Source: an optimization exercise on an open RTL-to-GDS flow (aim: small area). Production flows keep margins and buffers that such runs may drop. At most, simulation tests tie the RTL to the original design; equivalence was not proved. Function not checked in run 6: the RTL went through the layout flow alone. Power figures rest on the tool's default switching activity, not on a simulated workload.

$ cat run.sh
#!/bin/bash
# synth_recipe.tcl (not shown) runs the flow's synth.tcl, then flattens the netlist and writes it again
# the make line also repeats each setting of config.mk as NAME=value (left out here)
make -C /OpenROAD-flow-scripts/flow DESIGN_CONFIG=/design/flow/config.mk WORK_HOME=/design/flow/orfs CLKGATE_MAP_FILE= SYNTH_SCRIPT=/design/flow/synth_recipe.tcl finish
$ cat config.mk
export PLATFORM = sky130hd
export DESIGN_NAME = pwm_ctrl
export DESIGN_NICKNAME = pwm_ctrl
export VERILOG_FILES = /design/flow/design.v
export SDC_FILE = /design/flow/constraint.sdc
export NUM_CORES = 4
export LEC_CHECK = 0
export CAP_MARGIN = 20
export CORE_MARGIN = 2
export CORE_UTILIZATION = 40
export SLEW_MARGIN = 20
$ cat constraint.sdc
create_clock -name core_clock -period 10.0 [get_ports {clock}]
set_input_delay 2.0000 -clock core_clock [delete_from_list [all_inputs] [get_ports {clock}]]
set_output_delay 2.0000 -clock core_clock [all_outputs]
set_load 0.01 [all_outputs]
$ cat design.v
module pwm_ctrl #(
  parameter 	NUM_CH = 8,
  parameter 	CNT_WIDTH = 16
)(
  input clock, 
  input resetn, 
  input read, 
  input write, 
  input [5:0] address,
  input chipselect,
  input [3:0] byteenable,
  input [31:0] writedata,
  output [31:0] readdata,
  output logic [NUM_CH-1:0] 	pwm_out_ff
);
localparam CTRL_1_REG_ADDR   = 10'h0;
localparam CTRL_2_REG_ADDR   = 10'h1;
localparam CH_CTRL_REG_ADDR  = 10'h2;
logic [NUM_CH-1:0]      ch_en_ff;
logic [CNT_WIDTH-1:0]   cnt_max_ff;
logic [CNT_WIDTH-1:0]   ch_duty_ff [NUM_CH-1:0];
logic [CNT_WIDTH-1:0]   cnt_ff;
integer i, k, l;
genvar j;
logic [3:0] local_byteenable;
logic ctrl_1_reg_sel;
logic ctrl_2_reg_sel;
logic [NUM_CH-1:0] ch_duty_n_reg_sel;
logic [31:0] ctrl_1_read_data;
logic [31:0] ctrl_2_read_data;
logic [31:0] ch_duty_n_read_data;
logic [31:0] byteenable_ext;
logic [63:0] byteenable_ext_2;
assign ctrl_1_reg_sel   = address == CTRL_1_REG_ADDR;
assign ctrl_2_reg_sel   = address == CTRL_2_REG_ADDR;
always_comb
for (i = 0; i < NUM_CH ; i=i+1)
  begin
  ch_duty_n_reg_sel[i]  = address == (CH_CTRL_REG_ADDR + i);
  end
assign local_byteenable = (chipselect & write) ? byteenable : 4'd0;
assign readdata = (ctrl_1_read_data   & {32{ctrl_1_reg_sel}}) |
		  (ctrl_2_read_data   & {32{ctrl_2_reg_sel}}) |
		  ch_duty_n_read_data ;
assign byteenable_ext = {{8{local_byteenable[3]}},
			 {8{local_byteenable[2]}},
			 {8{local_byteenable[1]}},
			 {8{local_byteenable[0]}}};
always_ff@(posedge clock, negedge resetn)
  if (!resetn)
    cnt_max_ff <= {CNT_WIDTH{1'b1}};
  else if (ctrl_1_reg_sel)
    cnt_max_ff <=  ~byteenable_ext & cnt_max_ff |
                    byteenable_ext & writedata;		  
assign ctrl_1_read_data = cnt_max_ff;
always_ff@(posedge clock, negedge resetn)
  if (!resetn)
    ch_en_ff <= {NUM_CH{1'b0}};
  else if (ctrl_2_reg_sel)
    ch_en_ff <= ~byteenable_ext & ch_en_ff | 
          	 byteenable_ext & writedata;
assign ctrl_2_read_data = ch_en_ff;
generate
  for (j=0; j<NUM_CH; j=j+1) 
  begin: ch_duty
    always_ff@(posedge clock, negedge resetn)
    begin
      if (!resetn)
        ch_duty_ff[j] <= {CNT_WIDTH{1'b0}};
      else if (ch_duty_n_reg_sel[j])
        ch_duty_ff[j] <= ~byteenable_ext & ch_duty_ff[j] | 
          	          byteenable_ext & writedata;
    end
  end
endgenerate
always_comb
begin
  ch_duty_n_read_data = 32'd0;
  for (k=0; k<NUM_CH; k=k+1)
     ch_duty_n_read_data = ch_duty_n_read_data | 
			   ({{{32-CNT_WIDTH}{1'b0}},ch_duty_ff[k]} &
			   {32{ch_duty_n_reg_sel[k]}});
end
always_ff@(posedge clock, negedge resetn)
  if (!resetn)
    cnt_ff <= 'd0;
  else if (!(|ch_en_ff) || cnt_ff == cnt_max_ff)
    cnt_ff <= 'd0;
  else 
    cnt_ff <= cnt_ff + 1;
always_ff@(posedge clock, negedge resetn)
  if (!resetn)
    pwm_out_ff <= {NUM_CH{1'b0}};
  else for (l=0; l<NUM_CH; l=l+1) 
    pwm_out_ff[l] <= (cnt_ff < ch_duty_ff[l]) && ch_en_ff[l];
endmodule
==> out/results.txt, run 1 <==
run status - complete, no violations
worst setup path class - input port to output port
number of nets in the final layout - 1215
CTS clk-pin slew, worst paths - 0.06 ns
post-synthesis cell type count - 54
drt pass-1 iters - 5
highest-count cells in the layout ignoring fill and taps - 160 x sky130_fd_sc_hd__dfrtp_1, 136 x sky130_fd_sc_hd__mux2_2, 126 x sky130_fd_sc_hd__inv_1
count of buffers added by post-CTS timing repair for setup - 0
overall routing resource usage - 0.210
count of unresolved DRC violations after routing - 0
largest voltage drop on the vdd net - 0.000107 V
post-cts hold buffer count - 0
quantity of gates resized following cts - 0
EDFF count, synth - 0
final count of negative-setup-slack endpoints - 0
initial core utilization - 0.406
setup slack of the critical path after layout - 3.03 ns
routability congestion estimate from global placement - 0.859
post-detailed-placement half-perimeter wirelength - 20.9 mm
number of instances in the synthesized netlist - 1004
clock buffers created by TritonCTS - 17
required time of the worst setup path - 8.00 ns
area of the mapped netlist - 10900 µm²
Antenna diodes - 0
cell seen most often among critical-path stages - sky130_fd_sc_hd__clkdlybuf4s50_1
cell chain of the critical path - clkdlybuf4s50_1 > and3b_1 > a22o_1 > a221oi_1 > nand4_1 > clkdlybuf4s50_1
maximum number of pins on one net before global-route repair - 67
most common library cell in the layout ignoring fill and taps - sky130_fd_sc_hd__dfrtp_1
maximum clock frequency - 144 MHz
via count of the routed design - 7893
count of input and output buffers - 51
delay-heaviest family, CP - buffers and inverters
remaining antenna violation count - 0
Post-Place Cell Area - 11600 µm²
cell row count - 60
vias in the first global route - 7897
pre-CTS setup slack - 3.05 ns
worst slew margin relative to its limit - 0.273
overall die area - 28500 µm²
maximum level of the CTS H-tree - 4
sum of negative setup slack - 0 ns
most used flip-flop cell after synthesis - sky130_fd_sc_hd__dfrtp_1
die outline width - 169 µm
Final period util - 0.697
DRT Wirelength - 28.9 mm
share of post-route cells with drive strength above 1 - 0.195
final instance area - 12200 µm²
CP max stage cell - sky130_fd_sc_hd__clkdlybuf4s50_1
clock tree sinks - 176
portion of the post-synthesis area used by sequential elements - 0.407
total I/O pin count - 87
Placeable Area - 26800 µm²
Static Leak - 5.81 nW
type of the most critical hold path - register to register
combined buffer and inverter count along the critical path - 2
worst endpoint data arrival time - 4.97 ns
antenna violations before repair - 0
largest stage delay on the critical path - 0.76 ns
Seq cells post-synth - 176
Critical Path Fanout Max - 18
synthesis warning total - 2
worst hold path stage count - 1
number of max-cap violations - 0
Final Max Tran Viols - 0
Avg Synthesized Cell Area - 10.8 µm²
starting DRC count in detailed routing - 552
source-to-sink clock delay at the later pin of the worst-skew pair - 0.43 ns
Avg WL per Cell - 20.6 µm
maximum buffer depth of the clock tree - 2
worst clock skew - 0.00925 ns
Die H - 169 µm
shortest period the worst path allows - 6.97 ns
power per cell area - 137 nW/µm²
remaining global-route overflow - 0
number of stages on the worst setup path - 6
final hold violation count - 0
RSZ-0062 raised after global routing - no
wire length of the first global-routing pass - 45.7 mm
area growth from synthesis to layout - 12.4%
launching element type of the critical path - input port
root buffer cell - sky130_fd_sc_hd__clkbuf_16
transition time at the pin with the least slew margin - 1.09 ns
CTS tree - built
fraction of registers with async set or reset after synthesis - 1.00
endpoint kind of the worst setup timing path - output port
vias per cell - 5.64
FILL cells - 2500
cells on worst reg2reg path - 6
-- worst register-to-register path, stage by stage (launching register included) --
cell and delay, ns:
sky130_fd_sc_hd__dfrtp_1 0.87, sky130_fd_sc_hd__ha_1 0.39, sky130_fd_sc_hd__and2_1 0.18, sky130_fd_sc_hd__a221oi_1 0.27, sky130_fd_sc_hd__o31a_1 0.29, sky130_fd_sc_hd__o21ai_0 0.17
sky130_fd_sc_hd__a31oi_1 0.22
-- cells in the mapped netlist (6+ instances only) --
cell                       number  area (µm²)
sky130_fd_sc_hd__a21o_1        12        90.1
sky130_fd_sc_hd__and2_1         6        37.5
sky130_fd_sc_hd__dfrtp_1      160        4000
sky130_fd_sc_hd__nor3_1         6        30.0
sky130_fd_sc_hd__nor4_1         7        43.8
sky130_fd_sc_hd__and4_1         7        61.3
sky130_fd_sc_hd__buf_2         16        80.1
sky130_fd_sc_hd__nand2_2        7        43.8
sky130_fd_sc_hd__a222oi_1       8        80.1
sky130_fd_sc_hd__nand2_1       39         146
sky130_fd_sc_hd__o21ai_0       27         135
sky130_fd_sc_hd__nor2_1        23        86.3
sky130_fd_sc_hd__nand2b_1      13        81.3
sky130_fd_sc_hd__inv_1        126         473
sky130_fd_sc_hd__and3_1         8        50.1
sky130_fd_sc_hd__nand3_1       25         125
sky130_fd_sc_hd__xor2_1        23         201
sky130_fd_sc_hd__ha_1         121        1510
sky130_fd_sc_hd__a22o_1        18         158
sky130_fd_sc_hd__a211oi_1       6        45.0
sky130_fd_sc_hd__buf_4         20         150
sky130_fd_sc_hd__xnor2_1        7        61.3
sky130_fd_sc_hd__dfstp_2       16         420
sky130_fd_sc_hd__a22oi_1       32         240
sky130_fd_sc_hd__clkbuf_1       9        33.8
sky130_fd_sc_hd__nand4_1       26         163
sky130_fd_sc_hd__o31a_1         6        52.6
sky130_fd_sc_hd__a221oi_1      20         175
sky130_fd_sc_hd__mux2_2       136        1530
sky130_fd_sc_hd__a21oi_1       26         130
-- routing by layer --
layer | track usage | vias to the layer above | share of wire
met5 | 0 | - | 0
met4 | 0.0555 | 0 | 0.019
met3 | 0.0341 | 33 | 0.036
met2 | 0.347 | 181 | 0.47
met1 | 0.287 | 3992 | 0.47
li1 | - | 3687 | -
-- power by group --
group,internal [W],switching (W)
clock,0.000399,0.000287
sequential,0.000749,0.0000399
combinational,0.0000851,0.000112
-- metrics by stage --
step,power (W),utilization,std cells,hold slack [ns]
after global placement,0.000997,0.434,1369,0.508
after CTS,0.00168,0.456,1400,0.534
after floorplan,0.000913,-,1019,0.487
after global routing,0.00174,0.456,1400,0.554
final,0.00167,0.456,1400,0.534
after detailed placement,0.00100,0.434,1369,0.520
-- cell type report --
class                      count  area [µm²]  share of cell area
inverter                     126         473              0.0387
sequential                   176        4420               0.362
timing repair buffer          58         564              0.0462
clock buffer                  22         454              0.0372
tap                          341         427              0.0349
clock inverter                 9         135              0.0111
multi-input combinational    668        5750               0.470
-- logic make-up after synthesis --
| family | share of synthesized area |
|---|---|
| muxes | 0.142 |
| DFF | 0.407 |
| adders and majority gates | 0.139 |
| xor gates and xnor gates | 0.0242 |
| other | 0.000345 |
| buffers and inverters | 0.0698 |
| AOI/OAI and AO/OA | 0.119 |
| and+or+nand+nor | 0.0991 |
-- final timing paths --
path	start	endpoint	slack, ns
min in group asynchronous	resetn	async pin	1.51
max in group asynchronous	resetn	pwm_out_ff[0]	7.24
setup reg to reg	cnt_ff[7]	pwm_out_ff[4]	7.53
hold reg to reg	register	register	0.53
setup / recovery	address[0]	readdata[7]	3.03
hold / removal	register	register	0.53
==> inputs of run 2 (changes only) <==
==> design.v (replaced) <==
module pwm_ctrl #(
  parameter 	NUM_CH = 8,
  parameter 	CNT_WIDTH = 16
)(
  input clock,
  input resetn,
  input read,
  input write,
  input [5:0] address,
  input chipselect,
  input [3:0] byteenable,
  input [31:0] writedata,
  output [31:0] readdata,
  output logic [NUM_CH-1:0] 	pwm_out_ff
);
integer i;
genvar j, k;
logic              we;
logic              sel_max;
logic              sel_en;
logic [NUM_CH-1:0] sel_duty;
assign we      = chipselect & write;
assign sel_max = address == 6'd0;
assign sel_en  = address == 6'd1;
always_comb
  for (i = 0; i < NUM_CH; i = i + 1)
    sel_duty[i] = address == 6'(i + 2);
logic [15:0] wd_max;
logic [15:0] wd_duty;
assign wd_max  = writedata[15:0] | {{8{~byteenable[1]}}, {8{~byteenable[0]}}};
assign wd_duty = writedata[15:0] & {{8{byteenable[1]}}, {8{byteenable[0]}}};
logic              max_wr_ff;
logic [CNT_WIDTH-1:0] max_raw_ff;
logic [CNT_WIDTH-1:0] cnt_max;
always_ff @(posedge clock, negedge resetn)
  if (!resetn)
    max_wr_ff <= 1'b0;
  else if (we && sel_max)
    max_wr_ff <= 1'b1;
generate
  for (k = 0; k < 2; k = k + 1) begin: max_byte
    always_ff @(posedge clock)
      if (we && sel_max && (byteenable[k] || !max_wr_ff))
        max_raw_ff[8*k +: 8] <= wd_max[8*k +: 8];
  end
endgenerate
assign cnt_max = max_raw_ff | {CNT_WIDTH{~max_wr_ff}};
logic [NUM_CH-1:0] ch_en_ff;
always_ff @(posedge clock, negedge resetn)
  if (!resetn)
    ch_en_ff <= {NUM_CH{1'b0}};
  else if (we && sel_en && byteenable[0])
    ch_en_ff <= writedata[NUM_CH-1:0];
logic [NUM_CH-1:0]    duty_wr_ff;
logic [CNT_WIDTH-1:0] duty_raw_ff [NUM_CH-1:0];
generate
  for (j = 0; j < NUM_CH; j = j + 1) begin: ch
    always_ff @(posedge clock, negedge resetn)
      if (!resetn)
        duty_wr_ff[j] <= 1'b0;
      else if (we && sel_duty[j])
        duty_wr_ff[j] <= 1'b1;
    for (k = 0; k < 2; k = k + 1) begin: duty_byte
      always_ff @(posedge clock)
        if (we && sel_duty[j] && (byteenable[k] || !duty_wr_ff[j]))
          duty_raw_ff[j][8*k +: 8] <= wd_duty[8*k +: 8];
    end
  end
endgenerate
logic [15:0] rd;
always_comb begin
  rd = (cnt_max & {16{sel_max}}) |
       ({8'd0, ch_en_ff} & {16{sel_en}});
  for (i = 0; i < NUM_CH; i = i + 1)
    rd = rd | (duty_raw_ff[i] & {16{sel_duty[i] & duty_wr_ff[i]}});
end
assign readdata = {16'd0, rd};
logic [CNT_WIDTH-1:0] cnt_ff;
always_ff @(posedge clock)
  if (!(|ch_en_ff) || cnt_ff == cnt_max)
    cnt_ff <= '0;
  else
    cnt_ff <= cnt_ff + 1'b1;
function automatic logic less(input logic [CNT_WIDTH-1:0] c,
                              input logic [CNT_WIDTH-1:0] d);
  logic lt;
  lt = 1'b0;
  for (int b = 0; b < CNT_WIDTH; b = b + 1)
    lt = (~c[b] & d[b]) | ((~c[b] | d[b]) & lt);
  less = lt;
endfunction
always_ff @(posedge clock, negedge resetn)
  if (!resetn)
    pwm_out_ff <= {NUM_CH{1'b0}};
  else
    for (i = 0; i < NUM_CH; i = i + 1)
      pwm_out_ff[i] <= ch_en_ff[i] && duty_wr_ff[i] && less(cnt_ff, duty_raw_ff[i]);
endmodule
--- a/config.mk
+++ b/config.mk
@@ -9,3 +9,5 @@
 export CORE_MARGIN = 2
 export CORE_UTILIZATION = 40
+export CTS_BUF_LIST = sky130_fd_sc_hd__clkbuf_2 sky130_fd_sc_hd__clkbuf_4 sky130_fd_sc_hd__clkbuf_8
+export CTS_CLUSTER_SIZE = 30
 export SLEW_MARGIN = 20
==> out/results.txt, run 2 <==
worst slew margin relative to its limit - 0.236 (was 0.273)
overall die area - 25300 µm² (was 28500 µm²)
cell types with the largest area share after synthesis - sky130_fd_sc_hd__edfxtp_1 45%, sky130_fd_sc_hd__dfrtp_1 6.5%, sky130_fd_sc_hd__dfxtp_1 3.3% (was sky130_fd_sc_hd__dfrtp_1 37%, sky130_fd_sc_hd__mux2_2 14%, sky130_fd_sc_hd__ha_1 14%)
antenna violations before repair - 0 (unchanged)
synthesis warning total - 2 (unchanged)
share of post-route cells with drive strength above 1 - 0.0731 (was 0.195)
starting DRC count in detailed routing - 1050 (was 552)
endpoint of the worst hold path - duty_wr_ff[6]
worst setup path class - input port to output port (unchanged)
shortest period the worst path allows - 7.37 ns (was 6.97 ns)
Hold Startpoint - duty_wr_ff[6]
cell row count - 56 (was 60)
register-to-register setup slack - 6.25 ns (was 7.53 ns)
area growth from synthesis to layout - 11.7% (was 12.4%)
CTS tree - built (unchanged)
launching element type of the critical path - input port (unchanged)
cell taking the most area after synthesis - sky130_fd_sc_hd__edfxtp_1 (was sky130_fd_sc_hd__dfrtp_1)
most common cell in the netlist - sky130_fd_sc_hd__edfxtp_1 (was sky130_fd_sc_hd__dfrtp_1)
drt pass-1 iters - 6 (was 5)
run status - complete, no violations (unchanged)
switching share of total power - 0.271 (was 0.263)
source-to-sink clock delay at the later pin of the worst-skew pair - 0.48 ns (was 0.43 ns)
power per cell area - 136 nW/µm² (was 137 nW/µm²)
portion of total power attributed to sequential cells - 0.590 (was 0.472)
maximum level of the CTS H-tree - 4 (unchanged)
post-cts hold buffer count - 0 (unchanged)
setup slack of the critical path after layout - 2.63 ns (was 3.03 ns)
number of instances in the synthesized netlist - 899 (was 1004)
required time of the worst setup path - 8.00 ns (about the same)
endpoint kind of the worst setup timing path - output port (unchanged)
number of max-cap violations - 0 (unchanged)
Die H - 159 µm (was 169 µm)
fraction of registers with async set or reset after synthesis - 0.135 (was 1.00)
final standard cell count with taps included and fillers excluded - 1263 (was 1400)
Final Max Tran Viols - 0 (unchanged)
wire length of the first global-routing pass - 44.9 mm (was 45.7 mm)
post-detailed-placement half-perimeter wirelength - 21.8 mm (was 20.9 mm)
RSZ-0062 raised after global routing - no (unchanged)
Synth top area share - 0.449 (was 0.368)
Critical R2R Launch - cnt_ff[7] (unchanged)
worst clock skew - 0.0106 ns (was 0.00925 ns)
count of unresolved DRC violations after routing - 0 (unchanged)
met3 usage - 0.0474 (was 0.0341)
via count of the routed design - 7605 (was 7893)
worst endpoint data arrival time - 5.37 ns (was 4.97 ns)
DRT Wirelength - 30.7 mm (was 28.9 mm)
Static Leak - 3.71 nW (was 5.81 nW)
Placeable Area - 23500 µm² (was 26800 µm²)
most used flip-flop cell after synthesis - sky130_fd_sc_hd__edfxtp_1 (was sky130_fd_sc_hd__dfrtp_1)
count of input and output buffers - 51 (unchanged)
maximum clock frequency - 136 MHz (was 144 MHz)
root buffer cell - sky130_fd_sc_hd__clkbuf_8 (was sky130_fd_sc_hd__clkbuf_16)
die outline width - 159 µm (was 169 µm)
pre-CTS setup slack - 2.68 ns (was 3.05 ns)
area of the mapped netlist - 9630 µm² (was 10900 µm²)
final hold violation count - 0 (unchanged)
count of buffers added by post-CTS timing repair for setup - 0 (unchanged)
Reg2Reg Capture Point - pwm_out_ff[6] (was pwm_out_ff[4])
clock tree sinks - 185 (was 176)
worst hold path stage count - 1 (unchanged)
overall routing resource usage - 0.240 (was 0.210)
final count of negative-setup-slack endpoints - 0 (unchanged)
combinational share of power - 0.075 (was 0.118)
CTS clk-pin slew, worst paths - 0.10 ns (was 0.06 ns)
maximum buffer depth of the clock tree - 2 (unchanged)
number of nets in the final layout - 979 (was 1215)
highest-count cells in the layout ignoring fill and taps - 144 x sky130_fd_sc_hd__edfxtp_1, 60 x sky130_fd_sc_hd__a21oi_1, 55 x sky130_fd_sc_hd__nand2_1 (was 160 x sky130_fd_sc_hd__dfrtp_1, 136 x sky130_fd_sc_hd__mux2_2, 126 x sky130_fd_sc_hd__inv_1)
post-synthesis cell type count - 63 (was 54)
peak-usage layer in the global routing report - met2 (unchanged)
largest voltage drop on the vdd net - 0.0000902 V (was 0.000107 V)
initial core utilization - 0.409 (was 0.406)
type of the most critical hold path - register to register (unchanged)
Switching Power - 0.000395 W (was 0.000439 W)
remaining antenna violation count - 0 (unchanged)
registers with the most flip-flops - duty_raw_ff x128, cnt_ff x16, max_raw_ff x16
vias per cell - 6.02 (was 5.64)
most common library cell in the layout ignoring fill and taps - sky130_fd_sc_hd__edfxtp_1 (was sky130_fd_sc_hd__dfrtp_1)
clock buffers created by TritonCTS - 17 (unchanged)
vias in the first global route - 7256 (was 7897)
routing usage on met2 - 0.371 (was 0.347)
Antenna diodes - 0 (unchanged)
Reg with most FFs - duty_raw_ff
cells on worst reg2reg path - 9 (was 6)
Seq cells post-synth - 185 (was 176)
total I/O pin count - 87 (unchanged)
quantity of gates resized following cts - 0 (unchanged)
Avg WL per Cell - 24.3 µm (was 20.6 µm)
EDFF count, synth - 144 (was 0)
hold slack - 0.557 ns (was 0.534 ns)
Critical Path Fanout Max - 14 (was 18)
Inst Count DP - 1231 (was 1369)
Avg Synthesized Cell Area - 10.7 µm² (was 10.8 µm²)
routability congestion estimate from global placement - 0.879 (was 0.859)
met1 Use GR - 0.330 (was 0.287)
Synth top cells by count - 144 x sky130_fd_sc_hd__edfxtp_1, 63 x sky130_fd_sc_hd__a21oi_1, 55 x sky130_fd_sc_hd__nand2_1, 53 x sky130_fd_sc_hd__inv_1, 47 x sky130_fd_sc_hd__nor2_1 (was 160 x sky130_fd_sc_hd__dfrtp_1, 136 x sky130_fd_sc_hd__mux2_2, 126 x sky130_fd_sc_hd__inv_1, 121 x sky130_fd_sc_hd__ha_1, 39 x sky130_fd_sc_hd__nand2_1)
portion of the post-synthesis area used by sequential elements - 0.547 (was 0.407)
clock network power share - 0.335 (was 0.411)
sum of negative setup slack - 0 ns (unchanged)
Final period util - 0.737 (was 0.697)
cell internal power dissipation - 0.00106 W (was 0.00123 W)
transition time at the pin with the least slew margin - 1.15 ns (was 1.09 ns)
maximum number of pins on one net before global-route repair - 31 (was 67)
remaining global-route overflow - 0 (unchanged)
max reg flops - 128
## run 2: cell types whose count changed after synthesis, moves of 34 or more
cell and delta:
sky130_fd_sc_hd__dfrtp_1 -135, sky130_fd_sc_hd__a21oi_1 +37, sky130_fd_sc_hd__inv_1 -73, sky130_fd_sc_hd__ha_1 -120, sky130_fd_sc_hd__mux2_2 -128, sky130_fd_sc_hd__clkbuf_1 +34
sky130_fd_sc_hd__edfxtp_1 +144
## run 2: critical path, stage by stage
cell and delay (ns):
sky130_fd_sc_hd__clkdlybuf4s50_1 0.46, sky130_fd_sc_hd__nor4_1 0.77, sky130_fd_sc_hd__nand2_1 0.65, sky130_fd_sc_hd__o21ai_0 0.65, sky130_fd_sc_hd__a221oi_1 0.12, sky130_fd_sc_hd__nand4_1 0.18, sky130_fd_sc_hd__clkdlybuf4s50_1 0.55
## run 2: logic make-up after synthesis
| kind of cell | share of synthesized area |
|---|---|
| DFF | 0.547 |
| AOI/OAI and AO/OA | 0.186 |
| other | 0.000390 |
| xor gates and xnor gates | 0.0200 |
| buffers and inverters | 0.0574 |
| and+or+nand+nor | 0.140 |
| muxes | 0.0166 |
| adders and majority gates | 0.0320 |
## run 2: per-layer routing
layer | wire length, µm | vias to the layer above
li1 | - | 3430
met1 | 13200 | 3760
met2 | 13900 | 355
met3 | 2480 | 60
met4 | 1180 | 0
met5 | 0 | -
## run 2: cell type report
type	count	area (µm²)
fillers	2282	12800
flip-flops and latches	185	5270
multi-input cells	600	3870
repair buffers	64	608
well taps	319	399
inverters	63	236
clock buffers	17	234
clock inverters	15	134
## run 2: power groups by stage
stage / Clock (W) / Combinational (W) / Sequential, W
2_1_floorplan: 0 / 0.0000723 / 0.000868
3_3_place_gp: 0 / 0.000107 / 0.000877
3_5_place_dp: 0 / 0.000108 / 0.000877
4_1_cts: 0.000492 / 0.000108 / 0.000860
5_1_grt: 0.000523 / 0.000118 / 0.000863
6_report: 0.000489 / 0.000109 / 0.000861
## run 2: per-stage QoR
step	utilization	total power, W	instance area (µm²)
2_1_floorplan	-	0.000940	9680
3_3_place_gp	0.440	0.000983	10400
5_1_grt	0.457	0.00150	10800
6_report	0.457	0.00146	10800
3_5_place_dp	0.441	0.000985	10400
4_1_cts	0.456	0.00146	10700
## run 2: how the worst max path moves through the flow
stage / from / to / slack (ns) / cells after the start
6_report: address[0] / readdata[4] / 2.63 / 7
5_1_grt: address[0] / readdata[4] / 2.37 / 7
4_1_cts: address[0] / readdata[4] / 2.68 / 7
3_5_place_dp: address[0] / readdata[4] / 2.68 / 7
3_3_place_gp: address[5] / readdata[4] / 2.82 / 7
2_1_floorplan: address[5] / readdata[6] / 4.50 / 6
==> inputs of run 3 (changes only) <==
--- a/config.mk
+++ b/config.mk
@@ -9,5 +9,3 @@
 export CORE_MARGIN = 2
 export CORE_UTILIZATION = 40
-export CTS_BUF_LIST = sky130_fd_sc_hd__clkbuf_2 sky130_fd_sc_hd__clkbuf_4 sky130_fd_sc_hd__clkbuf_8
-export CTS_CLUSTER_SIZE = 30
 export SLEW_MARGIN = 20
==> out/results.txt, run 3 <==
portion of total power attributed to sequential cells - 0.529 (was 0.590)
Synth top area share - 0.449 (unchanged)
register-to-register setup slack - 6.29 ns (was 6.25 ns)
Seq cells post-synth - 185 (unchanged)
run status - complete, no violations (unchanged)
area of the mapped netlist - 9630 µm² (unchanged)
vias in the first global route - 7274 (was 7256)
Inst Count DP - 1231 (unchanged)
cell taking the most area after synthesis - sky130_fd_sc_hd__edfxtp_1 (unchanged)
count of buffers added by post-CTS timing repair for setup - 0 (unchanged)
remaining global-route overflow - 0 (unchanged)
cell seen most often among critical-path stages - sky130_fd_sc_hd__clkdlybuf4s50_1 (unchanged)
routability congestion estimate from global placement - 0.879 (unchanged)
most used flip-flop cell after synthesis - sky130_fd_sc_hd__edfxtp_1 (unchanged)
endpoint of the worst hold path - duty_wr_ff[6] (unchanged)
overall die area - 25300 µm² (unchanged)
Final period util - 0.742 (was 0.737)
most common cell in the netlist - sky130_fd_sc_hd__edfxtp_1 (unchanged)
share of post-route cells with drive strength above 1 - 0.0731 (unchanged)
overall routing resource usage - 0.241 (was 0.240)
area growth from synthesis to layout - 13.7% (was 11.7%)
type of the most critical hold path - register to register (unchanged)
Final Max Tran Viols - 0 (unchanged)
combinational share of power - 0.067 (was 0.075)
worst endpoint data arrival time - 5.42 ns (was 5.37 ns)
RSZ-0062 raised after global routing - no (unchanged)
registers with the most flip-flops - duty_raw_ff x128, cnt_ff x16, max_raw_ff x16 (unchanged)
count of unresolved DRC violations after routing - 0 (unchanged)
maximum clock frequency - 135 MHz (was 136 MHz)
post-cts hold buffer count - 0 (unchanged)
initial core utilization - 0.409 (unchanged)
antenna violations before repair - 0 (unchanged)
switching share of total power - 0.255 (was 0.271)
pre-CTS setup slack - 2.68 ns (unchanged)
CTS clk-pin slew, worst paths - 0.07 ns (was 0.10 ns)
total I/O pin count - 87 (unchanged)
drt pass-1 iters - 6 (unchanged)
EDFF count, synth - 144 (unchanged)
endpoint kind of the worst setup timing path - output port (unchanged)
Critical R2R Launch - cnt_ff[7] (unchanged)
synthesis warning total - 2 (unchanged)
cell types with the largest area share after synthesis - sky130_fd_sc_hd__edfxtp_1 45%, sky130_fd_sc_hd__dfrtp_1 6.5%, sky130_fd_sc_hd__dfxtp_1 3.3% (unchanged)
Reg with most FFs - duty_raw_ff (unchanged)
DRT Wirelength - 30.8 mm (was 30.7 mm)
via count of the routed design - 7643 (was 7605)
maximum number of pins on one net before global-route repair - 31 (unchanged)
remaining antenna violation count - 0 (unchanged)
clock tree sinks - 185 (unchanged)
root buffer cell - sky130_fd_sc_hd__clkbuf_16 (was sky130_fd_sc_hd__clkbuf_8)
CP max stage cell - sky130_fd_sc_hd__nor4_1 (unchanged)
shortest period the worst path allows - 7.42 ns (was 7.37 ns)
Avg Synthesized Cell Area - 10.7 µm² (unchanged)
post-detailed-placement half-perimeter wirelength - 21.8 mm (unchanged)
Switching Power - 0.000415 W (was 0.000395 W)
final standard cell count with taps included and fillers excluded - 1263 (unchanged)
most common library cell in the layout ignoring fill and taps - sky130_fd_sc_hd__edfxtp_1 (unchanged)
setup slack of the critical path after layout - 2.58 ns (was 2.63 ns)
power per cell area - 149 nW/µm² (was 136 nW/µm²)
clock network power share - 0.404 (was 0.335)
worst slew margin relative to its limit - 0.222 (was 0.236)
cells on worst reg2reg path - 9 (unchanged)
max reg flops - 128 (unchanged)
combined buffer and inverter count along the critical path - 2 (unchanged)
cell internal power dissipation - 0.00121 W (was 0.00106 W)
number of nets in the final layout - 979 (unchanged)
fraction of registers with async set or reset after synthesis - 0.135 (unchanged)
maximum buffer depth of the clock tree - 2 (unchanged)
starting DRC count in detailed routing - 1080 (was 1050)
largest stage delay on the critical path - 0.76 ns (was 0.77 ns)
post-synthesis cell type count - 63 (unchanged)
transition time at the pin with the least slew margin - 1.17 ns (was 1.15 ns)
quantity of gates resized following cts - 0 (unchanged)
maximum level of the CTS H-tree - 4 (unchanged)
count of input and output buffers - 51 (unchanged)
launching element type of the critical path - input port (unchanged)
Static Leak - 3.79 nW (was 3.71 nW)
source-to-sink clock delay at the later pin of the worst-skew pair - 0.43 ns (was 0.48 ns)
worst hold path stage count - 1 (unchanged)
Die H - 159 µm (unchanged)
cell row count - 56 (unchanged)
final hold violation count - 0 (unchanged)
Antenna diodes - 0 (unchanged)
largest voltage drop on the vdd net - 0.0000964 V (was 0.0000902 V)
Avg WL per Cell - 24.4 µm (was 24.3 µm)
worst setup path class - input port to output port (unchanged)
Critical Path Fanout Max - 14 (unchanged)
die outline width - 159 µm (unchanged)
wire length of the first global-routing pass - 45.2 mm (was 44.9 mm)
Placeable Area - 23500 µm² (unchanged)
delay-heaviest family, CP - simple AND/OR/NAND/NOR gates (unchanged)
portion of the post-synthesis area used by sequential elements - 0.547 (unchanged)
Reg2Reg Capture Point - pwm_out_ff[6] (unchanged)
FILL cells - 2255 (was 2282)
cell chain of the critical path - clkdlybuf4s50_1 > nor4_1 > nand2_1 > o21ai_0 > a221oi_1 > nand4_1 > clkdlybuf4s50_1 (unchanged)
clock buffers created by TritonCTS - 17 (unchanged)
final count of negative-setup-slack endpoints - 0 (unchanged)
CTS tree - built (unchanged)
number of instances in the synthesized netlist - 899 (unchanged)
sum of negative setup slack - 0 ns (unchanged)
highest-count cells in the layout ignoring fill and taps - 144 x sky130_fd_sc_hd__edfxtp_1, 60 x sky130_fd_sc_hd__a21oi_1, 55 x sky130_fd_sc_hd__nand2_1 (unchanged)
worst clock skew - 0.00847 ns (was 0.0106 ns)
Synth top cells by count - 144 x sky130_fd_sc_hd__edfxtp_1, 63 x sky130_fd_sc_hd__a21oi_1, 55 x sky130_fd_sc_hd__nand2_1, 53 x sky130_fd_sc_hd__inv_1, 47 x sky130_fd_sc_hd__nor2_1 (unchanged)
required time of the worst setup path - 8.00 ns (about the same)
number of max-cap violations - 0 (unchanged)
Hold Startpoint - duty_wr_ff[6] (unchanged)
vias per cell - 6.05 (was 6.02)
## run 3: cell types whose count changed in the layout (fill, tap and decap cells not counted)
cell                        before  now
sky130_fd_sc_hd__clkbuf_16       0   17
sky130_fd_sc_hd__clkbuf_8       17    0
## run 3: cell families (layout without fill, tap and decap cells)
logic type	Yosys count	in the layout	synth area share
mux	15	15	0.0166
simple gates	260	260	0.140
flops	185	185	0.547
buf+inv	129	159	0.0574
fa+ha+maj	30	30	0.0320
xor+xnor	22	22	0.0200
compound gates	257	257	0.186
other cells	1	16	0.000390
## run 3: cell type report
class | count | area [µm²] | share of cell area
flip-flops and latches | 185 | 5270 | 0.481
multi-input cells | 600 | 3870 | 0.354
repair buffers | 64 | 608 | 0.0556
clock buffers | 17 | 425 | 0.0389
well taps | 319 | 399 | 0.0365
inverters | 63 | 236 | 0.0216
clock inverters | 15 | 134 | 0.0122
## run 3: worst max path at each step
stage                     from           to  cells after the start
floorplan           address[5]  readdata[6]                      6
CTS                 address[0]  readdata[4]                      7
finish              address[0]  readdata[4]                      7
detailed placement  address[0]  readdata[4]                      7
global placement    address[5]  readdata[4]                      7
global route        address[0]  readdata[4]                      7
## run 3: per-stage QoR
step | instance area (µm²) | utilization | power [W] | hold WS, ns
6_report | 10900 | 0.465 | 0.00163 | 0.548
5_1_grt | 10900 | 0.465 | 0.00167 | 0.573
4_1_cts | 10900 | 0.465 | 0.00163 | 0.541
3_5_place_dp | 10400 | 0.441 | 0.000985 | 0.521
3_3_place_gp | 10400 | 0.440 | 0.000983 | 0.515
2_1_floorplan | 9680 | - | 0.000940 | 0.485
## run 3: power groups by stage
stage | sequential [W] | clock (W) | combinational, W
detailed placement | 0.000877 | 0 | 0.000108
floorplan | 0.000868 | 0 | 0.0000723
global route | 0.000863 | 0.000693 | 0.000118
CTS | 0.000860 | 0.000662 | 0.000108
finish | 0.000861 | 0.000657 | 0.000109
global placement | 0.000877 | 0 | 0.000107
## run 3: worst register-to-register path, cell delays in order (launching register included)
cell and delay [ns]:
sky130_fd_sc_hd__dfxtp_1 0.75, sky130_fd_sc_hd__clkinv_1 0.48, sky130_fd_sc_hd__a221o_1 0.49, sky130_fd_sc_hd__o31ai_1 0.56, sky130_fd_sc_hd__a21oi_1 0.14, sky130_fd_sc_hd__o221ai_1 0.32
sky130_fd_sc_hd__a221oi_1 0.13, sky130_fd_sc_hd__a311oi_1 0.41, sky130_fd_sc_hd__maj3_1 0.27, sky130_fd_sc_hd__nor2_1 0.05
## run 3: metal layers
layer / vias to the layer above / track usage / part of all wire
met1: 3789 / 0.330 / 0.43
met2: 372 / 0.373 / 0.45
met3: 54 / 0.0508 / 0.078
met5: - / 0 / 0
li1: 3428 / - / -
met4: 0 / 0.102 / 0.038
==> inputs of run 4 (changes only) <==
==> flow/run.sh (new file) <==
#!/bin/bash
set -e
cp standard.sh standard.sh.orig_copy
echo 'export BUFFER_PORTS_ARGS = -buffer_cell sky130_fd_sc_hd__buf_1' >> config.mk
bash standard.sh > standard.log 2>&1
==> standard.sh (new file) <==
#!/bin/bash
# synth_recipe.tcl (not shown) runs the flow's synth.tcl, then flattens the netlist and writes it again
# the make line also repeats each setting of config.mk as NAME=value (left out here)
make -C /OpenROAD-flow-scripts/flow DESIGN_CONFIG=/design/flow/config.mk WORK_HOME=/design/flow/orfs CLKGATE_MAP_FILE= SYNTH_SCRIPT=/design/flow/synth_recipe.tcl "${@:-finish}"
--- a/config.mk
+++ b/config.mk
@@ -10,2 +10,3 @@
 export CORE_UTILIZATION = 40
 export SLEW_MARGIN = 20
+export BUFFER_PORTS_ARGS = -buffer_cell sky130_fd_sc_hd__buf_1
removed: run.sh
==> out/results.txt, run 4 <==
launching element type of the critical path - input port (unchanged)
routability congestion estimate from global placement - 0.864 (was 0.879)
source-to-sink clock delay at the later pin of the worst-skew pair - 0.44 ns (was 0.43 ns)
worst setup path class - input port to output port (unchanged)
die outline width - 159 µm (unchanged)
count of input and output buffers - 51 (unchanged)
cell taking the most area after synthesis - sky130_fd_sc_hd__edfxtp_1 (unchanged)
pre-CTS setup slack - 3.49 ns (was 2.68 ns)
Die H - 159 µm (unchanged)
FILL cells - 2217 (was 2255)
Final Max Tran Viols - 0 (unchanged)
portion of total power attributed to sequential cells - 0.513 (was 0.529)
initial core utilization - 0.409 (unchanged)
remaining antenna violation count - 0 (unchanged)
combinational share of power - 0.059 (was 0.067)
switching share of total power - 0.235 (was 0.255)
worst slew margin relative to its limit - 0.239 (was 0.222)
registers with the most flip-flops - duty_raw_ff x128, cnt_ff x16, max_raw_ff x16 (unchanged)
CTS tree - built (unchanged)
cell types with the largest area share after synthesis - sky130_fd_sc_hd__edfxtp_1 45%, sky130_fd_sc_hd__dfrtp_1 6.5%, sky130_fd_sc_hd__dfxtp_1 3.3% (unchanged)
hold slack - 0.550 ns (was 0.548 ns)
final count of negative-setup-slack endpoints - 0 (unchanged)
Synth top cells by count - 144 x sky130_fd_sc_hd__edfxtp_1, 63 x sky130_fd_sc_hd__a21oi_1, 55 x sky130_fd_sc_hd__nand2_1, 53 x sky130_fd_sc_hd__inv_1, 47 x sky130_fd_sc_hd__nor2_1 (unchanged)
DRT Wirelength - 30.9 mm (was 30.8 mm)
sequential cell area in the final layout - 5270 µm² (unchanged)
required time of the worst setup path - 8.00 ns (about the same)
Switching Power - 0.000395 W (was 0.000415 W)
Critical Path Fanout Max - 14 (unchanged)
power per cell area - 157 nW/µm² (was 149 nW/µm²)
clock network power share - 0.427 (was 0.404)
post-cts hold buffer count - 0 (unchanged)
most common cell in the netlist - sky130_fd_sc_hd__edfxtp_1 (unchanged)
clock buffers created by TritonCTS - 17 (unchanged)
synthesis warning total - 2 (unchanged)
clock tree sinks - 185 (unchanged)
transition time at the pin with the least slew margin - 1.14 ns (was 1.17 ns)
drt pass-1 iters - 8 (was 6)
post-detailed-placement half-perimeter wirelength - 21.8 mm (about the same)
largest voltage drop on the vdd net - 0.000117 V (was 0.0000964 V)
endpoint kind of the worst setup timing path - output port (unchanged)
count of unresolved DRC violations after routing - 0 (unchanged)
area growth from synthesis to layout - 11.1% (was 13.7%)
overall power consumption - 0.00168 W (was 0.00163 W)
EDFF count, synth - 144 (unchanged)
run status - complete, no violations (unchanged)
post-synthesis cell type count - 63 (unchanged)
Antenna diodes - 0 (unchanged)
highest-count cells in the layout ignoring fill and taps - 144 x sky130_fd_sc_hd__edfxtp_1, 61 x sky130_fd_sc_hd__a21oi_1, 55 x sky130_fd_sc_hd__nand2_1 (was 144 x sky130_fd_sc_hd__edfxtp_1, 60 x sky130_fd_sc_hd__a21oi_1, 55 x sky130_fd_sc_hd__nand2_1)
number of nets in the final layout - 981 (was 979)
Avg WL per Cell - 24.4 µm (about the same)
worst endpoint data arrival time - 4.60 ns (was 5.42 ns)
maximum level of the CTS H-tree - 4 (unchanged)
quantity of gates resized following cts - 0 (unchanged)
RSZ-0062 raised after global routing - no (unchanged)
antenna violations before repair - 0 (unchanged)
Static Leak - 3.71 nW (was 3.79 nW)
cell row count - 56 (unchanged)
shortest period the worst path allows - 6.60 ns (was 7.42 ns)
Seq cells post-synth - 185 (unchanged)
core occupancy in the finished layout - 0.454 (was 0.465)
share of post-route cells with drive strength above 1 - 0.0729 (was 0.0731)
maximum clock frequency - 151 MHz (was 135 MHz)
cell internal power dissipation - 0.00128 W (was 0.00121 W)
max reg flops - 128 (unchanged)
most used flip-flop cell after synthesis - sky130_fd_sc_hd__edfxtp_1 (unchanged)
maximum buffer depth of the clock tree - 2 (unchanged)
Placeable Area - 23500 µm² (unchanged)
overall routing resource usage - 0.240 (was 0.241)
vias per cell - 6.13 (was 6.05)
Final period util - 0.660 (was 0.742)
most common library cell in the layout ignoring fill and taps - sky130_fd_sc_hd__edfxtp_1 (unchanged)
number of max-cap violations - 0 (unchanged)
via count of the routed design - 7754 (was 7643)
total I/O pin count - 87 (unchanged)
remaining global-route overflow - 0 (unchanged)
area of the mapped netlist - 9630 µm² (unchanged)
Synth top area share - 0.449 (unchanged)
type of the most critical hold path - register to register (unchanged)
sum of negative setup slack - 0 ns (unchanged)
count of buffers added by post-CTS timing repair for setup - 0 (unchanged)
maximum number of pins on one net before global-route repair - 31 (unchanged)
Avg Synthesized Cell Area - 10.7 µm² (unchanged)
portion of the post-synthesis area used by sequential elements - 0.547 (unchanged)
root buffer cell - sky130_fd_sc_hd__clkbuf_16 (unchanged)
overall die area - 25300 µm² (unchanged)
starting DRC count in detailed routing - 1095 (was 1080)
final hold violation count - 0 (unchanged)
combined area of the multi-input logic cells - 3870 µm² (about the same)
number of instances in the synthesized netlist - 899 (unchanged)
fraction of registers with async set or reset after synthesis - 0.135 (unchanged)
worst clock skew - 0.0116 ns (was 0.00847 ns)
CTS clk-pin slew, worst paths - 0.07 ns (about the same)
vias in the first global route - 7249 (was 7274)
wire length of the first global-routing pass - 45.3 mm (was 45.2 mm)
Reg with most FFs - duty_raw_ff (unchanged)
setup slack of the critical path after layout - 3.40 ns (was 2.58 ns)
==> run 4: cell counts after synthesis <==
No cell type changed its count.
==> run 4: cells by family after synthesis <==
group,count (synthesis),synth area share
buffers and inverters,129,0.0574
and+or+nand+nor,260,0.140
adders and majority gates,30,0.0320
AOI/OAI and AO/OA,257,0.186
xor gates and xnor gates,22,0.0200
DFF,185,0.547
other,1,0.000390
muxes,15,0.0166
==> run 4: power groups by stage <==
stage	clock [W]	combinational, W	sequential (W)
4_1_cts	0.000717	0.0000978	0.000861
2_1_floorplan	0	0.0000723	0.000868
3_5_place_dp	0	0.0000975	0.000877
5_1_grt	0.000751	0.000108	0.000863
6_report	0.000717	0.0000996	0.000861
3_3_place_gp	0	0.0000965	0.000877
==> run 4: cell type report <==
| cell class | instances | share of cell area |
|---|---|---|
| clock buffers | 20 | 0.0427 |
| clock inverters | 12 | 0.0153 |
| inverters | 63 | 0.0221 |
| multi-input cells | 600 | 0.362 |
| flip-flops and latches | 185 | 0.493 |
| well taps | 319 | 0.0373 |
| repair buffers | 66 | 0.0284 |
==> run 4: critical path: stages <==
cell	delay, ns
sky130_fd_sc_hd__buf_1	0.08
sky130_fd_sc_hd__nor4_1	0.78
sky130_fd_sc_hd__nand2_1	0.61
sky130_fd_sc_hd__o21ai_0	0.68
sky130_fd_sc_hd__a221oi_1	0.12
sky130_fd_sc_hd__nand4_1	0.18
sky130_fd_sc_hd__buf_1	0.16
==> run 4: worst paths after layout <==
path | startpoint | end | slack [ns] | depth (start not counted)
max | address[5] | readdata[4] | 3.40 | 7
min | duty_wr_ff[1] | duty_wr_ff[1] | 0.55 | 1
max reg2reg | cnt_ff[7] | pwm_out_ff[6] | 6.35 | 9
min reg2reg | duty_wr_ff[1] | duty_wr_ff[1] | 0.55 | 1
max in group asynchronous | resetn | duty_wr_ff[4] | 8.18 | 2
min in group asynchronous | resetn | pwm_out_ff[6] | 1.54 | 2
==> run 4: metrics by stage <==
| step | std cells | instance area, µm² |
|---|---|---|
| floorplan | 914 | 9680 |
| global placement | 1230 | 10000 |
| detailed placement | 1231 | 10100 |
| CTS | 1263 | 10700 |
| global route | 1265 | 10700 |
| finish | 1265 | 10700 |
==> run 4: routing by layer <==
metal	GRT usage	vias up	routed length, µm
met5	0	-	0
met4	0.106	0	1210
met3	0.0310	67	2440
met2	0.376	444	14100
met1	0.336	3823	13200
li1	-	3420	-
==> inputs of run 5 (changes only) <==
==> flow/run.sh (replaced) <==
#!/bin/bash
set -e
cat >> config.mk <<'EOC'
export BUFFER_PORTS_ARGS = -buffer_cell sky130_fd_sc_hd__buf_1
export CTS_ARGS = -sink_clustering_enable -repair_clock_nets -dont_use_dummy_load -sink_clustering_size 30 -sink_clustering_max_diameter 200 -buf_list {sky130_fd_sc_hd__clkbuf_8}
EOC
bash standard.sh > standard.log 2>&1
--- a/config.mk
+++ b/config.mk
@@ -11,2 +11,3 @@
 export SLEW_MARGIN = 20
 export BUFFER_PORTS_ARGS = -buffer_cell sky130_fd_sc_hd__buf_1
+export CTS_ARGS = -sink_clustering_enable -repair_clock_nets -dont_use_dummy_load -sink_clustering_size 30 -sink_clustering_max_diameter 200 -buf_list {sky130_fd_sc_hd__clkbuf_8}
==> out/results.txt, run 5 <==
count of buffers added by post-CTS timing repair for setup - 0 (unchanged)
Reg2Reg Capture Point - pwm_out_ff[6] (unchanged)
antenna violations before repair - 0 (unchanged)
post-detailed-placement half-perimeter wirelength - 21.8 mm (unchanged)
DRT Wirelength - 30.8 mm (was 30.9 mm)
worst clock skew - 0.0284 ns (was 0.0116 ns)
Seq cells post-synth - 185 (unchanged)
Critical Path Fanout Max - 14 (unchanged)
remaining global-route overflow - 0 (unchanged)
source-to-sink clock delay at the later pin of the worst-skew pair - 0.47 ns (was 0.44 ns)
remaining antenna violation count - 0 (unchanged)
area growth from synthesis to layout - 7.11% (was 11.1%)
final hold violation count - 0 (unchanged)
drt pass-1 iters - 9 (was 8)
highest metal layer with signal wires - met4 (unchanged)
Antenna diodes - 0 (unchanged)
synthesis warning total - 2 (unchanged)
maximum clock frequency - 151 MHz (about the same)
overall die area - 25300 µm² (unchanged)
final count of negative-setup-slack endpoints - 0 (unchanged)
highest-count cells in the layout ignoring fill and taps - 144 x sky130_fd_sc_hd__edfxtp_1, 61 x sky130_fd_sc_hd__a21oi_1, 55 x sky130_fd_sc_hd__nand2_1 (unchanged)
post-synthesis cell type count - 63 (unchanged)
most used flip-flop cell after synthesis - sky130_fd_sc_hd__edfxtp_1 (unchanged)
run status - complete, no violations (unchanged)
register-to-register setup slack - 6.41 ns (was 6.35 ns)
CP Launch Point - address[5] (unchanged)
power per cell area - 131 nW/µm² (was 157 nW/µm²)
via count of the routed design - 7579 (was 7754)
endpoint kind of the worst setup timing path - output port (unchanged)
cell row count - 56 (unchanged)
worst setup path class - input port to output port (unchanged)
wire length of the first global-routing pass - 45.2 mm (was 45.3 mm)
cell taking the most area after synthesis - sky130_fd_sc_hd__edfxtp_1 (unchanged)
metal3 WL - 2.46 mm (was 2.44 mm)
Critical R2R Launch - cnt_ff[7] (unchanged)
cells on worst reg2reg path - 9 (unchanged)
shortest period the worst path allows - 6.60 ns (about the same)
largest voltage drop on the vdd net - 0.0000793 V (was 0.000117 V)
EDFF count, synth - 144 (unchanged)
total I/O pin count - 87 (unchanged)
Avg WL per Cell - 24.6 µm (was 24.4 µm)
count of input and output buffers - 51 (unchanged)
area of the mapped netlist - 9630 µm² (unchanged)
vias per cell - 6.06 (was 6.13)
number of nets in the final layout - 981 (unchanged)
Post-Place Cell Area - 10100 µm² (unchanged)
Synth top area share - 0.449 (unchanged)
number of instances in the synthesized netlist - 899 (unchanged)
routability congestion estimate from global placement - 0.864 (unchanged)
clock tree sinks - 185 (unchanged)
fraction of registers with async set or reset after synthesis - 0.135 (unchanged)
sum of negative setup slack - 0 ns (unchanged)
post-cts hold buffer count - 0 (unchanged)
overall power consumption - 0.00135 W (was 0.00168 W)
overall routing resource usage - 0.240 (about the same)
maximum buffer depth of the clock tree - 2 (unchanged)
cell types with the largest area share after synthesis - sky130_fd_sc_hd__edfxtp_1 45%, sky130_fd_sc_hd__dfrtp_1 6.5%, sky130_fd_sc_hd__dfxtp_1 3.3% (unchanged)
count of unresolved DRC violations after routing - 0 (unchanged)
CTS tree - built (unchanged)
worst slew margin relative to its limit - 0.242 (was 0.239)
final instance area - 10300 µm² (was 10700 µm²)
Placeable Area - 23500 µm² (unchanged)
Reg with most FFs - duty_raw_ff (unchanged)
type of the most critical hold path - register to register (unchanged)
clock buffers created by TritonCTS - 17 (unchanged)
number of max-cap violations - 0 (unchanged)
Final period util - 0.660 (about the same)
launching element type of the critical path - input port (unchanged)
maximum level of the CTS H-tree - 4 (unchanged)
Avg Synthesized Cell Area - 10.7 µm² (unchanged)
transition time at the pin with the least slew margin - 1.14 ns (about the same)
die outline width - 159 µm (unchanged)
share of post-route cells with drive strength above 1 - 0.0591 (was 0.0729)
worst hold path stage count - 1 (unchanged)
routed length on met2 - 14.0 mm (was 14.1 mm)
worst setup path endpoint - readdata[4] (unchanged)
maximum number of pins on one net before global-route repair - 31 (unchanged)
initial core utilization - 0.409 (unchanged)
Static Leak - 3.53 nW (was 3.71 nW)
RSZ-0062 raised after global routing - no (unchanged)
Die H - 159 µm (unchanged)
quantity of gates resized following cts - 0 (unchanged)
required time of the worst setup path - 8.00 ns (about the same)
Synth top cells by count - 144 x sky130_fd_sc_hd__edfxtp_1, 63 x sky130_fd_sc_hd__a21oi_1, 55 x sky130_fd_sc_hd__nand2_1, 53 x sky130_fd_sc_hd__inv_1, 47 x sky130_fd_sc_hd__nor2_1 (unchanged)
registers with the most flip-flops - duty_raw_ff x128, cnt_ff x16, max_raw_ff x16 (unchanged)
Final Max Tran Viols - 0 (unchanged)
root buffer cell - sky130_fd_sc_hd__clkbuf_8 (was sky130_fd_sc_hd__clkbuf_16)
worst endpoint data arrival time - 4.60 ns (about the same)
portion of the post-synthesis area used by sequential elements - 0.547 (unchanged)
vias in the first global route - 7249 (unchanged)
Met1 Routed Length - 13.2 mm (about the same)
starting DRC count in detailed routing - 1036 (was 1095)
most common library cell in the layout ignoring fill and taps - sky130_fd_sc_hd__edfxtp_1 (unchanged)
most common cell in the netlist - sky130_fd_sc_hd__edfxtp_1 (unchanged)
max reg flops - 128 (unchanged)
CTS clk-pin slew, worst paths - 0.07 ns (about the same)
## run 5: kinds of logic after synthesis
| group | synth area share |
|---|---|
| adder cells (fa/ha/maj) | 0.0320 |
| other | 0.000390 |
| XOR/XNOR | 0.0200 |
| AO/OA/AOI/OAI | 0.186 |
| multiplexers | 0.0166 |
| AND/OR/NAND/NOR | 0.140 |
| buffers and inverters | 0.0574 |
| flip-flops | 0.547 |
## run 5: worst min-delay path by stage
stage	from	to	slack (ns)
floorplan	duty_wr_ff[0]	duty_wr_ff[0]	0.49
global placement	duty_wr_ff[2]	duty_wr_ff[2]	0.52
detailed placement	duty_wr_ff[6]	duty_wr_ff[6]	0.53
CTS	duty_wr_ff[6]	duty_wr_ff[6]	0.55
global route	duty_wr_ff[0]	duty_wr_ff[0]	0.59
finish	duty_wr_ff[2]	duty_wr_ff[2]	0.56
## run 5: cell type report
type / instances / area [µm²]
Timing Repair Buffer: 66 / 304
Multi-Input combinational cell: 600 / 3870
Clock buffer: 17 / 234
Inverter: 63 / 236
Tap cell: 319 / 399
Fill cell: 2262 / 13200
Sequential cell: 185 / 5270
## run 5: stage by stage
step                      hold slack [ns]  setup slack [ns]  utilization  std cells
final                               0.559              3.40        0.438       1250
after global routing                0.591              3.23        0.438       1250
after CTS                           0.554              3.50        0.437       1248
after detailed placement            0.532              3.49        0.427       1231
after global placement              0.515              3.51        0.427       1230
after floorplan                     0.485              4.50            -        914
## run 5: critical path: stages
cell	delay [ns]
sky130_fd_sc_hd__buf_1	0.08
sky130_fd_sc_hd__nor4_1	0.78
sky130_fd_sc_hd__nand2_1	0.62
sky130_fd_sc_hd__o21ai_0	0.65
sky130_fd_sc_hd__a221oi_1	0.12
sky130_fd_sc_hd__nand4_1	0.18
sky130_fd_sc_hd__buf_1	0.17
## run 5: per-layer routing
metal / up-vias / track usage
met2: 422 / 0.373
li1: 3410 / -
met4: 0 / 0.102
met5: - / 0
met3: 56 / 0.0354
met1: 3691 / 0.337
## run 5: power breakdown
group	total, W	leakage [nW]	switching [W]	internal, W
Sequential	0.000861	1.64	0.0000219	0.000839
Combinational	0.0000995	1.77	0.0000668	0.0000327
Clock	0.000389	0.122	0.000239	0.000151
Total	0.00135	3.53	0.000327	0.00102
==> inputs of run 6 (changes only) <==
--- a/design.v
+++ b/design.v
@@ -64,5 +64,5 @@
       always_ff @(posedge clock)
         if (we && sel_duty[j] && (byteenable[k] || !duty_wr_ff[j]))
-          duty_raw_ff[j][8*k +: 8] <= wd_duty[8*k +: 8];
+          duty_raw_ff[j][8*k +: 8] <= ~wd_duty[8*k +: 8];
     end
   end
@@ -73,5 +73,5 @@
        ({8'd0, ch_en_ff} & {16{sel_en}});
   for (i = 0; i < NUM_CH; i = i + 1)
-    rd = rd | (duty_raw_ff[i] & {16{sel_duty[i] & duty_wr_ff[i]}});
+    rd = rd | (~duty_raw_ff[i] & {16{sel_duty[i] & duty_wr_ff[i]}});
 end
 assign readdata = {16'd0, rd};
@@ -95,4 +95,4 @@
   else
     for (i = 0; i < NUM_CH; i = i + 1)
-      pwm_out_ff[i] <= ch_en_ff[i] && duty_wr_ff[i] && less(cnt_ff, duty_raw_ff[i]);
+      pwm_out_ff[i] <= ch_en_ff[i] && duty_wr_ff[i] && less(cnt_ff, ~duty_raw_ff[i]);
 endmodule
==> flow/run.sh (replaced) <==
#!/bin/bash
# The standard layout (standard.sh) with three changes:
#  - synthesis maps logic with an area-oriented ABC script (flow/synth.tcl);
#  - the port buffers are buf_1 cells;
#  - the clock tree uses clkbuf_8 cells and no dummy loads.
set -e
export FLOW_ABC_SCRIPT=$PWD/flow/abc_area_min.script
cat >> config.mk <<'EOC'
export BUFFER_PORTS_ARGS = -buffer_cell sky130_fd_sc_hd__buf_1
export CTS_ARGS = -sink_clustering_enable -repair_clock_nets -dont_use_dummy_load -buf_list {sky130_fd_sc_hd__clkbuf_8}
EOC
bash standard.sh SYNTH_SCRIPT=$PWD/flow/synth.tcl finish > standard.log 2>&1
==> flow/abc_area_min.script (new file) <==
strash
ifraig
dc2
dch -f
map -a
==> flow/synth.tcl (new file) <==
# synth_recipe.tcl (the standard synthesis) with one change: ABC maps the
# logic with the area-oriented script in abc_area_min.script.
proc synth {args} { yosys synth -nofsm -noshare {*}$args }
proc abc {args} {
  set i [lsearch -exact $args -script]
  if {$i >= 0} { lset args [expr {$i + 1}] $::env(FLOW_ABC_SCRIPT) }
  yosys abc {*}$args
}
source $::env(SCRIPTS_DIR)/synth.tcl
# left out here: clear keep_hierarchy, flatten, clean up, hide names made inside functions, write 1_2_yosys.v
--- a/config.mk
+++ b/config.mk
@@ -11,3 +11,3 @@
 export SLEW_MARGIN = 20
 export BUFFER_PORTS_ARGS = -buffer_cell sky130_fd_sc_hd__buf_1
-export CTS_ARGS = -sink_clustering_enable -repair_clock_nets -dont_use_dummy_load -sink_clustering_size 30 -sink_clustering_max_diameter 200 -buf_list {sky130_fd_sc_hd__clkbuf_8}
+export CTS_ARGS = -sink_clustering_enable -repair_clock_nets -dont_use_dummy_load -buf_list {sky130_fd_sc_hd__clkbuf_8}
==> out/results.txt, run 6 <==
run status - complete, no violations (unchanged)
Final Max Tran Viols - 0 (unchanged)
endpoint kind of the worst setup timing path - output port (unchanged)
met1 Use GR - 0.345 (was 0.337)
post-synthesis mux area share - 0 (was 0.0166)
Reg with most FFs - duty_raw_ff (unchanged)
switching share of total power - 0.238 (was 0.243)
clock network power share - 0.294 (was 0.288)
synthesis warning total - 2 (unchanged)
post-cts hold buffer count - 0 (unchanged)
core occupancy in the finished layout - 0.450 (was 0.438)
via count of the routed design - 7284 (was 7579)
post-detailed-placement half-perimeter wirelength - 19.8 mm (was 21.8 mm)
type of the most critical hold path - register to register (unchanged)
endpoint of the worst hold path - pwm_out_ff[3] (was duty_wr_ff[2])
largest stage delay on the critical path - 0.81 ns (was 0.78 ns)
number of max-cap violations - 0 (unchanged)
antenna violations before repair - 0 (unchanged)
complex-gate fraction of the synthesized area - 0.211 (was 0.186)
worst endpoint data arrival time - 5.51 ns (was 4.60 ns)
cell row count - 53 (was 56)
starting DRC count in detailed routing - 951 (was 1036)
source-to-sink clock delay at the later pin of the worst-skew pair - 0.47 ns (about the same)
final count of negative-setup-slack endpoints - 0 (unchanged)
Seq cells post-synth - 185 (unchanged)
wire length of the first global-routing pass - 41.5 mm (was 45.2 mm)
Die H - 151 µm (was 159 µm)
FILL cells - 2016 (was 2262)
most common cell in the netlist - sky130_fd_sc_hd__edfxtp_1 (unchanged)
sum of negative setup slack - 0 ns (unchanged)
cell types with the largest area share after synthesis - sky130_fd_sc_hd__edfxtp_1 50%, sky130_fd_sc_hd__dfrtp_1 7.2%, sky130_fd_sc_hd__o22ai_1 5.6% (was sky130_fd_sc_hd__edfxtp_1 45%, sky130_fd_sc_hd__dfrtp_1 6.5%, sky130_fd_sc_hd__dfxtp_1 3.3%)
Hold Startpoint - duty_raw_ff[3][15] (was duty_wr_ff[2])
Static Leak - 3.07 nW (was 3.53 nW)
clock tree sinks - 185 (unchanged)
DRT Wirelength - 28.2 mm (was 30.8 mm)
Synth top cells by count - 144 x sky130_fd_sc_hd__edfxtp_1, 99 x sky130_fd_sc_hd__nand2_1, 97 x sky130_fd_sc_hd__clkinv_1, 78 x sky130_fd_sc_hd__o22ai_1, 77 x sky130_fd_sc_hd__nor2_1 (was 144 x sky130_fd_sc_hd__edfxtp_1, 63 x sky130_fd_sc_hd__a21oi_1, 55 x sky130_fd_sc_hd__nand2_1, 53 x sky130_fd_sc_hd__inv_1, 47 x sky130_fd_sc_hd__nor2_1)
worst clock skew - 0.0254 ns (was 0.0284 ns)
dominant combinational cell family by area after synthesis - compound AO/OA/AOI/OAI gates (unchanged)
overall die area - 22900 µm² (was 25300 µm²)
count of buffers added by post-CTS timing repair for setup - 0 (unchanged)
most used flip-flop cell after synthesis - sky130_fd_sc_hd__edfxtp_1 (unchanged)
largest voltage drop on the vdd net - 0.0000820 V (was 0.0000793 V)
shortest period the worst path allows - 7.51 ns (was 6.60 ns)
Avg WL per Cell - 23.7 µm (was 24.6 µm)
area growth from synthesis to layout - 9.33% (was 7.11%)
worst hold path stage count - 1 (unchanged)
routability congestion estimate from global placement - 0.891 (was 0.864)
simple-gate share of the synthesized area - 0.120 (was 0.140)
maximum clock frequency - 133 MHz (was 151 MHz)
cell taking the most area after synthesis - sky130_fd_sc_hd__edfxtp_1 (unchanged)
portion of total power attributed to sequential cells - 0.637 (was 0.638)
peak-usage layer in the global routing report - met2 (unchanged)
Antenna diodes - 0 (unchanged)
initial core utilization - 0.411 (was 0.409)
drt pass-1 iters - 5 (was 9)
combined buffer and inverter count along the critical path - 5 (was 2)
Synth top area share - 0.497 (was 0.449)
total I/O pin count - 87 (unchanged)
clock buffers created by TritonCTS - 17 (unchanged)
remaining antenna violation count - 0 (unchanged)
Switching Power - 0.000315 W (was 0.000327 W)
transition time at the pin with the least slew margin - 1.22 ns (was 1.14 ns)
portion of the post-synthesis area used by sequential elements - 0.606 (was 0.547)
CP max stage cell - sky130_fd_sc_hd__clkinv_1 (was sky130_fd_sc_hd__nor4_1)
worst setup path class - input port to output port (unchanged)
Reg2Reg Capture Point - pwm_out_ff[4] (was pwm_out_ff[6])
required time of the worst setup path - 8.00 ns (about the same)
met3 usage - 0.0578 (was 0.0354)
RSZ-0062 raised after global routing - no (unchanged)
most common library cell in the layout ignoring fill and taps - sky130_fd_sc_hd__edfxtp_1 (unchanged)
cell chain of the critical path - buf_1 > nor2_1 > clkinv_1 > nor3_1 > clkinv_1 > nor3_2 > clkinv_1 > o22ai_1 > nor4_1 > o211ai_1 > buf_1 (was buf_1 > nor4_1 > nand2_1 > o21ai_0 > a221oi_1 > nand4_1 > buf_1)
root buffer cell - sky130_fd_sc_hd__clkbuf_8 (unchanged)
remaining global-route overflow - 0 (unchanged)
count of input and output buffers - 51 (unchanged)
routing usage on met2 - 0.395 (was 0.373)
cell seen most often among critical-path stages - sky130_fd_sc_hd__clkinv_1 (was sky130_fd_sc_hd__buf_1)
final hold violation count - 0 (unchanged)
Avg Synthesized Cell Area - 10.4 µm² (was 10.7 µm²)
cells on worst reg2reg path - 15 (was 9)
area of the mapped netlist - 8700 µm² (was 9630 µm²)
fraction of registers with async set or reset after synthesis - 0.135 (unchanged)
registers with the most flip-flops - duty_raw_ff x128, cnt_ff x16, max_raw_ff x16 (unchanged)
number of instances in the synthesized netlist - 838 (was 899)
cell internal power dissipation - 0.00101 W (was 0.00102 W)
launching element type of the critical path - input port (unchanged)
vias in the first global route - 6994 (was 7249)
delay-heaviest family, CP - simple AND/OR/NAND/NOR gates (unchanged)
maximum number of pins on one net before global-route repair - 26 (was 31)
register-to-register setup slack - 6.44 ns (was 6.41 ns)
maximum level of the CTS H-tree - 4 (unchanged)
Critical Path Fanout Max - 10 (was 14)
combinational share of power - 0.070 (was 0.074)
Final period util - 0.751 (was 0.660)
overall routing resource usage - 0.252 (was 0.240)
vias per cell - 6.12 (was 6.06)
highest-count cells in the layout ignoring fill and taps - 144 x sky130_fd_sc_hd__edfxtp_1, 99 x sky130_fd_sc_hd__nand2_1, 97 x sky130_fd_sc_hd__clkinv_1 (was 144 x sky130_fd_sc_hd__edfxtp_1, 61 x sky130_fd_sc_hd__a21oi_1, 55 x sky130_fd_sc_hd__nand2_1)
Placeable Area - 21200 µm² (was 23500 µm²)
count of unresolved DRC violations after routing - 0 (unchanged)
xor and xnor area share after synthesis - 0.00503 (was 0.0200)
maximum buffer depth of the clock tree - 2 (unchanged)
EDFF count, synth - 144 (unchanged)
worst slew margin relative to its limit - 0.188 (was 0.242)
synthesized-area fraction occupied by adder cells - 0.00259 (was 0.0320)
share of post-route cells with drive strength above 1 - 0.0568 (was 0.0591)
CTS tree - built (unchanged)
number of nets in the final layout - 966 (was 981)
max reg flops - 128 (unchanged)
post-synthesis cell type count - 34 (was 63)
power per cell area - 140 nW/µm² (was 131 nW/µm²)
Critical R2R Launch - cnt_ff[2] (was cnt_ff[7])
die outline width - 151 µm (was 159 µm)
CTS clk-pin slew, worst paths - 0.10 ns (was 0.07 ns)
quantity of gates resized following cts - 0 (unchanged)
-- run 6: how the worst max path moves through the flow --
stage	startpoint	to	slack (ns)	cells after the start
2_1_floorplan	address[5]	readdata[15]	4.05	9
3_3_place_gp	address[5]	readdata[15]	2.63	11
3_5_place_dp	address[5]	readdata[15]	2.58	11
4_1_cts	address[5]	readdata[15]	2.58	11
5_1_grt	address[5]	readdata[4]	2.32	11
6_report	address[5]	readdata[15]	2.49	11
-- run 6: final cells by class --
cell class	instances	area, µm²	area share
Clock buffer	17	234	0.0246
Multi-Input combinational cell	555	3030	0.318
Inverter	97	364	0.0383
Sequential cell	185	5270	0.554
Tap cell	275	344	0.0362
Timing Repair Buffer	62	274	0.0288
-- run 6: routing by layer --
layer / wire (µm) / vias to the layer above / part of all wire
li1: - / 3295 / -
met1: 11800 / 3528 / 0.42
met4: 771 / 0 / 0.027
met5: 0 / - / 0
met2: 12900 / 412 / 0.46
met3: 2810 / 49 / 0.099
-- run 6: cells by family after synthesis --
logic type,Yosys count
buffers and inverters,113
AND/OR/NAND/NOR,245
XOR/XNOR,5
AO/OA/AOI/OAI,287
adder cells (fa/ha/maj),2
flip-flops,185
other,1
-- run 6: power by group through the flow --
stage	logic, W	clock network, W	registers [W]
2_1_floorplan	0.0000515	0	0.000862
3_3_place_gp	0.0000904	0	0.000861
3_5_place_dp	0.0000913	0	0.000861
4_1_cts	0.0000915	0.000389	0.000844
5_1_grt	0.000104	0.000416	0.000846
6_report	0.0000923	0.000390	0.000845
-- run 6: stage by stage --
stage	cells	power (W)	cell area, µm²	setup WS [ns]	hold slack [ns]
3_5_place_dp	1174	0.000953	9270	2.58	0.489
2_1_floorplan	853	0.000913	8760	4.05	0.461
4_1_cts	1191	0.00133	9500	2.58	0.497
3_3_place_gp	1174	0.000952	9260	2.63	0.479
6_report	1191	0.00133	9510	2.49	0.506
5_1_grt	1191	0.00136	9510	2.32	0.518

==> separate check: timing with driven ports <==
The results above use ideal ports. As a check the final layouts listed here were re-extracted and re-timed, cells and wires unchanged.
Step 1: set_driving_cell puts a clkbuf_16 on clock and a buf_2 on each other input, an assumption about the parent block.
Step 2 also shifts input and output timing later by t, the mid clock arrival at the registers, as if the neighbouring blocks saw the same clock.
a / b / c = ideal ports / drivers / drivers and shift; a / b = the first two.
| run | t, ns | slack for setup (ns) | worst setup path after step 2 | latest minus earliest clock arrival (ns) | worst data-port slew with drivers (ns) |
|---|---|---|---|---|---|
| run 1 | 0.476 | 3.034 / 3.000 / 3.000 | input to output | 0.009 / 0.010 | 0.04 |
| run 2 | 0.514 | 2.626 / 2.603 / 2.603 | input to output | 0.013 / 0.013 | 0.03 |
| run 3 | 0.478 | 2.580 / 2.558 / 2.558 | input to output | 0.009 / 0.009 | 0.04 |
| run 4 | 0.481 | 3.395 / 3.374 / 3.374 | input to output | 0.012 / 0.011 | 0.03 |
| run 5 | 0.495 | 3.396 / 3.376 / 3.376 | input to output | 0.030 / 0.029 | 0.03 |
| run 6 | 0.499 | 2.492 / 2.472 / 2.472 | input to output | 0.025 / 0.025 | 0.03 |
After both steps every run listed still meets setup and hold. For run 1, which loses most, drivers alone change the setup slack by -0.034 ns; drivers and shift together by -0.034 ns.
